From an optimization exercise on the open Yosys and OpenROAD flow, aimed at small area, a short achievable clock period and few clock cycles per item; shortcuts taken in it are not production practice.

==> module SHA256_core, before the edit <==
module SHA256_core (
	input clk,
	input ld,
	input ld0,
	input ph2,            
	input lpre2,          
	input [3:0] ffe_w,    
	input [3:0] ffa_w,    
	input [3:0] esel,     
	input [3:0] asel,     
	input oph2,           
	input park_d,         
	input park_w,         
	input cmp_d,          
	input [1:0] cr,       
	input [1:0] ca,       
	input [1:0] wsel,     
	input [3:0] k,
	input [5:0] rnd,      
	input [255:0] midstate,
	input [95:0] data,
	input [31:0] n,
	input [255:0] target,
	output e_lt, e_eq,    
	output a_lt, a_eq     
);
	localparam [255:0] IV = 256'h6a09e667bb67ae853c6ef372a54ff53a510e527f9b05688c1f83d9ab5be0cd19;
	localparam [31:0] K0 = 32'h428a2f98;
	localparam [31:0] C2 = 32'h5be0cd19 + 32'h428a2f98 + 32'ha54ff53a;
	logic [31:0] a, b, c, d, e, f, g;
	logic [31:0] w [0:15];
	logic [31:0] pre_s, pre_c;
	logic [31:0] S0, S1, ch, mj;
	SIGMA0 SG0(a, S0);
	SIGMA1 SG1(e, S1);
	choice chs(e, f, g, ch);
	majority mjs(a, b, c, mj);
	logic [31:0] e1s, e1c, e2s, e2c, e_new;
	csa ce1(S1, ch, pre_s, e1s, e1c);
	csa ce2(e1s, e1c, pre_c, e2s, e2c);
	assign e_new = e2s + e2c;
	logic [31:0] a1s, a1c, a2s, a2c, a_new;
	csa  ca1(S0, mj, e, a1s, a1c);
	csa1 ca2(a1s, a1c, ~d, a2s, a2c);
	assign a_new = a2s + a2c;
	logic [31:0] s0w, s1w, wu, wv, wx, wy, wn;
	sigma0 sg0(w[1], s0w);
	sigma1 sg1(w[14], s1w);
	csa cw1(s1w, w[9], s0w, wu, wv);
	csa cw2(wu, wv, w[0], wx, wy);
	assign wn = wx + wy;
	logic [31:0] bw, w15;
	always_comb begin
		bw = 32'd0;
		if (wsel[0])
			case (k)
				4'd0: bw = data[95:64];
				4'd1: bw = data[63:32];
				4'd2: bw = data[31:0];
				4'd3: bw = {n[7:0], n[15:8], n[23:16], n[31:24]};
				4'd4: bw = 32'h80000000;
				4'd15: bw = 32'd640;
				default: bw = 32'd0;
			endcase
		else
			case (k)
				4'd8: bw = 32'h80000000;
				4'd15: bw = 32'd256;
				default: bw = 32'd0;
			endcase
	end
	assign w15 = (wsel == 2'd0) ? wn : bw;
	logic [31:0] kn, p1s, p1c, pn_s, pn_c;
	sha256_k_next kr(rnd, kn);
	csa cp1(g, kn, w[1], p1s, p1c);
	csa cp2(p1s, p1c, b, pn_s, pn_c);
	logic [31:0] l1s, l1c, q1s, q1c;
	csa cl1(midstate[31:0], K0, data[95:64], l1s, l1c);
	csa cl2(l1s, l1c, midstate[159:128], q1s, q1c);
	logic [31:0] opa, ope, opr_a, opr_e, ffa, ffe, ta, te, xa, xe, xd;
	always_comb begin
		ope = ({32{esel[0]}} & (oph2 ? IV[31:0]   : midstate[31:0]))
		    | ({32{esel[1]}} & (oph2 ? IV[63:32]  : midstate[63:32]))
		    | ({32{esel[2]}} & (oph2 ? IV[95:64]  : midstate[95:64]))
		    | ({32{esel[3]}} & (oph2 ? IV[127:96] : midstate[127:96]));
		opa = ({32{asel[0]}} & (oph2 ? IV[159:128] : midstate[159:128]))
		    | ({32{asel[1]}} & (oph2 ? IV[191:160] : midstate[191:160]))
		    | ({32{asel[2]}} & (oph2 ? IV[223:192] : midstate[223:192]))
		    | ({32{asel[3]}} & (oph2 ? IV[255:224] : midstate[255:224]));
		case (cr)
			2'd0: te = target[255:224];
			2'd1: te = target[223:192];
			2'd2: te = target[191:160];
			default: te = target[159:128];
		endcase
		case (ca)
			2'd0: ta = target[127:96];
			2'd1: ta = target[95:64];
			2'd2: ta = target[63:32];
			default: ta = target[31:0];
		endcase
	end
	always_ff @(posedge clk) begin
		opr_a <= opa;
		opr_e <= ope;
	end
	assign ffa = a + opr_a;
	assign ffe = e + opr_e;
	assign xd = cmp_d ? d : w[0];
	assign xe = {xd[7:0], xd[15:8], xd[23:16], xd[31:24]};
	assign xa = {w[6][7:0], w[6][15:8], w[6][23:16], w[6][31:24]};
	assign e_lt = xe < te;
	assign e_eq = xe == te;
	assign a_lt = xa < ta;
	assign a_eq = xa == ta;
	logic [255:0] lv;
	assign lv = ph2 ? IV : midstate;
	always_ff @(posedge clk) begin
		if (ld) begin
			{e, f, g} <= lv[127:32];
			{a, b, c} <= lv[223:128];
			if (lpre2)
				{pre_s, pre_c} <= {a ^ opr_a ^ C2, (a[30:0] & opr_a[30:0]) | (a[30:0] & C2[30:0]) | (opr_a[30:0] & C2[30:0]), 1'b0};
			else
				{pre_s, pre_c} <= {q1s, q1c};
		end else begin
			g <= f; f <= e; e <= e_new;
			c <= b; b <= a; a <= ld0 ? lv[255:224] : a_new;
			{pre_s, pre_c} <= {pn_s, pn_c};
		end
		d <= park_d ? ffe : c;
		for (int j = 0; j < 15; j++) w[j] <= w[j+1];
		w[15] <= w15;
		if (ffe_w[0]) w[11] <= ffe;
		if (ffe_w[1]) w[9]  <= ffe;
		if (ffe_w[2]) w[7]  <= ffe;
		if (ffe_w[3]) w[5]  <= ffe;
		if (ffa_w[0]) w[6]  <= ffa;
		if (ffa_w[1]) w[4]  <= ffa;
		if (ffa_w[2]) w[2]  <= ffa;
		if (ffa_w[3]) w[0]  <= ffa;
		if (park_w) begin
			w[0] <= ffe;
			w[6] <= ffa;
		end
	end
endmodule
clock: 10.0 ns
lec_check: 0
cap_margin: 20
core_margin: 2
core_utilization: 40
setup_slack_margin: 5.0
slew_margin: 20
standard.sh (not shown) runs the stock make flow with config.mk's settings and CLKGATE_MAP_FILE= SYNTH_SCRIPT=/design/flow/synth_recipe.tcl, a recipe that flattens the netlist after the stock synthesis.
==> flow/flow/run.sh <==
#!/bin/bash
# The standard layout (the standard.sh: standard synthesis, floorplan, place,
# CTS, route, finish), with the port buffers made from buf_1 cells instead of
# the default choice, and timing repair aiming at 6.5 ns of setup slack.  make's full output goes to make.log in this folder;
# ORFS keeps each step's own log under orfs/logs.
set -euo pipefail
bash standard.sh BUFFER_PORTS_ARGS="-buffer_cell sky130_fd_sc_hd__buf_1" SETUP_SLACK_MARGIN=6.5 finish > make.log 2>&1
The baseline passed the timing, design-rule and antenna checks.
Then changed:
--- a/flow/design.v
+++ b/flow/design.v
@@ -90,12 +90,34 @@
 	assign c = {(x[30:0] & y[30:0]) | (x[30:0] & z[30:0]) | (y[30:0] & z[30:0]), 1'b0};
 endmodule
 module csa1 (input [31:0] x, y, z, output [31:0] s, c);
 	assign s = x ^ y ^ z;
 	assign c = {(x[30:0] & y[30:0]) | (x[30:0] & z[30:0]) | (y[30:0] & z[30:0]), 1'b1};
 endmodule
+module sk_add (input [31:0] a, b, output [31:0] s);
+	logic [31:0] g [0:5];
+	logic [31:0] p [0:5];
+	assign g[0] = a & b;
+	assign p[0] = a | b;
+	genvar l, i;
+	generate
+		for (l = 0; l < 5; l++) begin : lv
+			for (i = 0; i < 32; i++) begin : bt
+				if ((i >> l) & 1) begin
+					localparam int j = ((i >> l) << l) - 1;
+					assign g[l+1][i] = g[l][i] | (p[l][i] & g[l][j]);
+					assign p[l+1][i] = p[l][i] & p[l][j];
+				end else begin
+					assign g[l+1][i] = g[l][i];
+					assign p[l+1][i] = p[l][i];
+				end
+			end
+		end
+	endgenerate
+	assign s = a ^ b ^ {g[5][30:0], 1'b0};
+endmodule
 module SHA256_core (
 	input clk,
 	input ld,
 	input ld0,
 	input ph2,            
 	input lpre2,          
@@ -122,31 +144,35 @@
 	localparam [255:0] IV = 256'h6a09e667bb67ae853c6ef372a54ff53a510e527f9b05688c1f83d9ab5be0cd19;
 	localparam [31:0] K0 = 32'h428a2f98;
 	localparam [31:0] C2 = 32'h5be0cd19 + 32'h428a2f98 + 32'ha54ff53a;
 	logic [31:0] a, b, c, d, e, f, g;
 	logic [31:0] w [0:15];
 	logic [31:0] pre_s, pre_c;
-	logic [31:0] S0, S1, ch, mj;
+	logic [31:0] S0, S1;
 	SIGMA0 SG0(a, S0);
 	SIGMA1 SG1(e, S1);
-	choice chs(e, f, g, ch);
-	majority mjs(a, b, c, mj);
-	logic [31:0] e1s, e1c, e2s, e2c, e_new;
-	csa ce1(S1, ch, pre_s, e1s, e1c);
-	csa ce2(e1s, e1c, pre_c, e2s, e2c);
-	assign e_new = e2s + e2c;
-	logic [31:0] a1s, a1c, a2s, a2c, a_new;
-	csa  ca1(S0, mj, e, a1s, a1c);
-	csa1 ca2(a1s, a1c, ~d, a2s, a2c);
-	assign a_new = a2s + a2c;
+	logic [31:0] ef_s, ef_c, eg_s, eg_c, ex_s, ex_c, e2s, e2c, e_new;
+	csa cef(f, pre_s, pre_c, ef_s, ef_c);
+	csa ceg(g, pre_s, pre_c, eg_s, eg_c);
+	assign ex_s = (e & ef_s) | (~e & eg_s);
+	assign ex_c = {(e[30:0] & ef_c[31:1]) | (~e[30:0] & eg_c[31:1]), 1'b0};
+	csa ce2(S1, ex_s, ex_c, e2s, e2c);
+	sk_add ae(e2s, e2c, e_new);
+	logic [31:0] bo_s, bo_c, ba_s, ba_c, ax_s, ax_c, a2s, a2c, a_new;
+	csa1 cao(b | c, e, ~d, bo_s, bo_c);
+	csa1 caa(b & c, e, ~d, ba_s, ba_c);
+	assign ax_s = (a & bo_s) | (~a & ba_s);
+	assign ax_c = {(a[30:0] & bo_c[31:1]) | (~a[30:0] & ba_c[31:1]), 1'b1};
+	csa ca2(S0, ax_s, ax_c, a2s, a2c);
+	sk_add aa(a2s, a2c, a_new);
 	logic [31:0] s0w, s1w, wu, wv, wx, wy, wn;
 	sigma0 sg0(w[1], s0w);
 	sigma1 sg1(w[14], s1w);
 	csa cw1(s1w, w[9], s0w, wu, wv);
 	csa cw2(wu, wv, w[0], wx, wy);
-	assign wn = wx + wy;
+	sk_add aw(wx, wy, wn);
 	logic [31:0] bw, w15;
 	always_comb begin
 		bw = 32'd0;
 		if (wsel[0])
 			case (k)
 				4'd0: bw = data[95:64];
Count of clock-buffer cells in the layout rose by 21.
Synthesized area goes up by 5.8%.
Final area rose by 2.8%.
Register-to-register slack got worse by 0.07 ns.
Fmax falls by 1.6%.
Clock skew goes up by 0.022 ns.
Routed wire length is higher by 4.1%.
Sequential share of layout area fell by 0.88 points.
Global-route usage is lower by 0.14 points.
Die area increases by 5.7%.
Function was not checked in any run of this note: the RTL went through the layout flow alone.

-- separate check: timing with driven ports --
The flow's constraints put no driver on any port. The routed layouts listed below were extracted and timed again, unchanged, in two steps. Step 1 assumes that a clkbuf_16 drives the clock port and a buf_2 every other input. Step 2 moves the port delays by t, midway between the first and last clock arrival at a register: inputs arrive t later, outputs are due t later. That takes back most of the time a late clock gives input paths. Slacks: no drivers / after step 1 / after step 2; pairs: no drivers / after step 1.
| run | shift t [ns] | slack for setup (ns) | worst hold slack (ns) | worst setup path after step 2 | slew at the worst register clock pin (ns) |
|---|---|---|---|---|---|
| the first run | 0.789 | 5.738 / 5.738 / 5.595 | 0.294 / 0.294 / 0.294 | input to register | 0.07 / 0.07 |
| the second run | 0.812 | 5.670 / 5.670 / 5.580 | 0.302 / 0.302 / 0.302 | input to register | 0.07 / 0.07 |
After both steps every run listed still meets setup and hold. The setup slack of the first run, which loses most, moves by 0.000 ns with the drivers and by -0.143 ns with both steps.
